This is an optimization exercise on Yosys and OpenROAD, whose aim is small area, a short achievable clock period and few clock cycles per item, not a production implementation.
Function was checked by simulation only, so behaviour that the tests miss may differ from the original.

==> inputs of trial 51 <==
## vs4x400_core
module vs4x400_core (
    input clk, input reset,
    input start_search,
    input [9:0] vector_count,
    input [7:0] dim_size,
    output reg [11:0] mem_addr,
    input signed [63:0] mem_data,
    output [31:0] max_score,
    output reg [7:0] winner_id,
    output reg busy
);
Settings: LEC_CHECK=0, CAP_MARGIN=5, CORE_MARGIN=2, CORE_UTILIZATION=55, SLEW_MARGIN=5; clock period 16.0 ns.
standard.sh (not shown) runs the stock make flow with config.mk's settings and CLKGATE_MAP_FILE= SYNTH_SCRIPT=/design/flow/synth_recipe.tcl, a recipe that flattens the netlist after the stock synthesis.
==> flow/flow/run.sh <==
#!/bin/bash
# The standard layout (standard synthesis unchanged), with two changes to how the layout is
# made: every port still gets a buffer, but outputs get buf_4 and inputs buf_1 instead of the
# delay buffer buffer_ports picks by default (flow/ports.tcl); and the resizer's repair aims for setup slack
# below the clock period. Each tool's output is in orfs/logs; make's output in standard.log.
set -euo pipefail
here=$(pwd)
bash standard.sh \
  PRE_GLOBAL_PLACE_TCL="$here/flow/ports.tcl" \
  SETUP_SLACK_MARGIN=11.7 \
  finish > standard.log 2>&1
==> flow/flow/ports.tcl <==
# Sourced before global placement (PRE_GLOBAL_PLACE_TCL). global_place.tcl then calls
# buffer_ports; this wraps it so that every port still gets a buffer, but inputs get buf_1 and
# outputs buf_4 instead of the delay buffer buffer_ports picks by default.
rename buffer_ports my_std_buffer_ports
proc buffer_ports {args} {
  my_std_buffer_ports -inputs -buffer_cell sky130_fd_sc_hd__buf_1
  my_std_buffer_ports -outputs -buffer_cell sky130_fd_sc_hd__buf_4
}
==> build 59: changes against trial 51 <==
--- a/flow/design.v
+++ b/flow/design.v
@@ -8,27 +8,29 @@
     output [31:0] max_score,
     output reg [7:0] winner_id,
     output reg busy
 );
     reg fetch;             
     reg first;             
     reg [4:0] krem;        
+    reg [8:0] vrem;        
     wire last_word = (krem == 5'd1);
-    wire done;             
+    wire last_vec = (vrem == 9'd1);
     always @(posedge clk or posedge reset) begin
         if (reset) begin
             fetch <= 1'b0;
             mem_addr <= 12'd0;
         end else begin
-            fetch <= start_search | (fetch & ~done);
+            fetch <= start_search | (fetch & ~(last_word & last_vec));
             mem_addr <= fetch ? mem_addr + 12'd1 : 12'd0;
         end
     end
     always @(posedge clk) begin
         krem <= (~fetch | last_word) ? dim_size[7:3] : krem - 5'd1;
+        vrem <= ~fetch ? vector_count[8:0] : (last_word ? vrem - 9'd1 : vrem);
         first <= ~fetch | last_word;
     end
     reg [63:0] d1;
     wire [47:0] enc0;
     reg [47:0] enc1;
     assign enc0[0] = mem_data[8] ^ 1'b0;
     assign enc0[1] = (mem_data[9] & ~mem_data[8] & ~1'b0) | (~mem_data[9] & mem_data[8] & 1'b0);
@@ -76,14 +78,15 @@
     assign enc0[43] = (mem_data[61] & ~mem_data[60] & ~mem_data[59]) | (~mem_data[61] & mem_data[60] & mem_data[59]);
     assign enc0[44] = mem_data[61];
     assign enc0[45] = mem_data[62] ^ mem_data[61];
     assign enc0[46] = (mem_data[63] & ~mem_data[62] & ~mem_data[61]) | (~mem_data[63] & mem_data[62] & mem_data[61]);
     assign enc0[47] = mem_data[63];
     reg f1;                
     reg l1;                
+    reg e1;                
     reg [21:0] acc_s, acc_c;
     wire [21:0] as_q = f1 ? 22'd0 : acc_s;
     wire [21:0] ac_q = f1 ? 22'd0 : acc_c;
     wire q1;
     wire q2;
     wire q3;
     wire q4;
@@ -1106,49 +1109,55 @@
     assign s175 = 1'b1 ^ as_q[21] ^ ac_q[21];
     assign c175 = (1'b1 & as_q[21]) | (ac_q[21] & (1'b1 ^ as_q[21]));
     assign s176 = c173 ^ s175 ^ c174;
     assign c176 = (c173 & s175) | (c174 & (c173 ^ s175));
     wire [21:0] acc_s_d = {s176, s174, s172, s170, s168, s166, s164, c154, s154, c136, c124, s124, c96, c80, s79, c48, s47, c24, s23, s15, s7, s3};
     wire [21:0] acc_c_d = {1'b0, 1'b0, c170, 1'b0, 1'b0, c164, 1'b0, s160, c146, s146, s136, 1'b0, s110, s96, s80, s64, s48, s36, s24, s16, s8, s4};
     always @(posedge clk or posedge reset) begin
-        if (reset)
+        if (reset) begin
             l1 <= 1'b0;
-        else
-            l1 <= fetch & last_word & ~done;
+            e1 <= 1'b0;
+        end else begin
+            l1 <= fetch & last_word;
+            e1 <= fetch & last_word & last_vec;
+        end
     end
     always @(posedge clk) begin
         d1 <= mem_data;
         enc1 <= enc0;
         f1 <= first;
         acc_s <= acc_s_d;
         acc_c <= acc_c_d;
     end
     reg d2;                
+    reg e2;                
+    reg firstv;            
     reg [7:0] vid;         
     reg [21:0] best;
     reg best31;
-    wire [8:0] vid_next = {1'b0, vid} + 9'd1;
-    assign done = d2 & (vid_next == vector_count[8:0]);
     wire signed [21:0] score = acc_s + acc_c;
-    wire take = d2 & ((vid == 8'd0) | (score > $signed(best)));
+    wire take = d2 & (firstv | (score > $signed(best)));
     always @(posedge clk or posedge reset) begin
         if (reset) begin
             d2 <= 1'b0;
+            e2 <= 1'b0;
             busy <= 1'b0;
             best <= 22'd1;
             best31 <= 1'b1;
             winner_id <= 8'hFF;
         end else begin
-            d2 <= l1 & ~done;
-            busy <= start_search | (busy & ~done);
+            d2 <= l1;
+            e2 <= e1;
+            busy <= start_search | (busy & ~e2);
             if (take) begin
                 best <= score;
                 best31 <= score[21];
                 winner_id <= vid;
             end
         end
     end
     always @(posedge clk) begin
-        vid <= ~busy ? 8'd0 : (d2 ? vid_next[7:0] : vid);
+        firstv <= ~busy | (firstv & ~d2);
+        vid <= ~busy ? 8'd0 : vid + {7'd0, d2};
     end
     assign max_score = {best31, {9{best[21]}}, best};
 endmodule
==> flow/flow/ports.tcl (replaced) <==
# Sourced before global placement (PRE_GLOBAL_PLACE_TCL). global_place.tcl then calls
# buffer_ports; this wraps it so that every port still gets a buffer, but inputs get buf_1 and
# outputs buf_4 instead of the delay buffer buffer_ports picks by default. The port buffers are
# marked dont_touch so that later timing repair keeps them.
rename buffer_ports my_std_buffer_ports
proc buffer_ports {args} {
  my_std_buffer_ports -inputs -buffer_cell sky130_fd_sc_hd__buf_1
  my_std_buffer_ports -outputs -buffer_cell sky130_fd_sc_hd__buf_4
  set n 0
  foreach inst [get_cells {input* output*}] {
    set_dont_touch $inst
    incr n
  }
  puts "ports.tcl: $n port buffers marked dont_touch"
}
Settings changed: CAP_MARGIN 5 to 20, CORE_UTILIZATION 55 to 40, SLEW_MARGIN 5 to 20.
==> out/metrics.sh <==
TOP_AREA_CELLS_IN_THE_SYNTHESIZED_NETLIST='sky130_fd_sc_hd__fa_1, sky130_fd_sc_hd__dfxtp_1, sky130_fd_sc_hd__xnor2_1'
OUTCOME='aborted with a tool error'
YOSYS.AREA_SHARE.SIMPLE_PCT=8.51
POSTSYNTHCELLCOUNT=1409
FIRSTERROR='[ERROR RSZ-3006] Failed to insert buffer before loads for net net95'
DP_CELLS=1912
STOP_STAGE='clock tree synthesis'
YOSYS.AREA_SHARE.XOR_XNOR_PCT=11.8
[end of results for build 59]
==> out/metrics.sh <==
CRITICAL_PATH.CELL_CHAIN='buf_4'
CRITICAL_PATH.MAX_STAGE_DELAY_NS=0.47
OUTCOME='no timing/DRC/antenna violations'
POST_SYNTHESIS_INSTANCE_AREA_MM2=0.0139
GLOBAL_ROUTE.USAGE.TOTAL_PCT=25.4
DRT_PRE_ANTENNA_ITERS=6
YOSYS.AREA_SHARE.XOR_XNOR_PCT=12.8
FLOPS_AND_LATCHES=180
FINAL_DESIGN_AREA_NO_FILL_MM2=0.0156
YOSYS.AREA_SHARE.SIMPLE_PCT=8.49
DP_CELLS=1728
[end of results for trial 51]
Testbench counts of trial 51, summed over its fixed seeds: cycles 76,099, words 75,811.
Testbench counts of build 59, summed over its fixed seeds: cycles 76,099, words 75,811.

## afterwards: timing with drivers on the ports
The results above use ideal ports. As a check the final layout listed here was re-extracted and re-timed, cells and wires unchanged. Step 1: set_driving_cell puts a clkbuf_16 on clk and a buf_2 on each other input, an assumption about the parent block. Step 2, shift: input delay + t, output delay - t, t = (earliest + latest rising clock arrival at the registers) / 2. This alone moves slack from input paths to output paths. Slacks: no drivers / after step 1 / after step 2; pairs: no drivers / after step 1.
run: trial 51
shift t [ns]: 0.487
setup slack, ns: 11.720 / 11.672 / 11.310
hold slack, ns: 0.311 / 0.311 / 0.311
After both steps trial 51 still meets setup and hold. For trial 51, drivers alone change the setup slack by -0.048 ns; drivers and shift together by -0.410 ns.
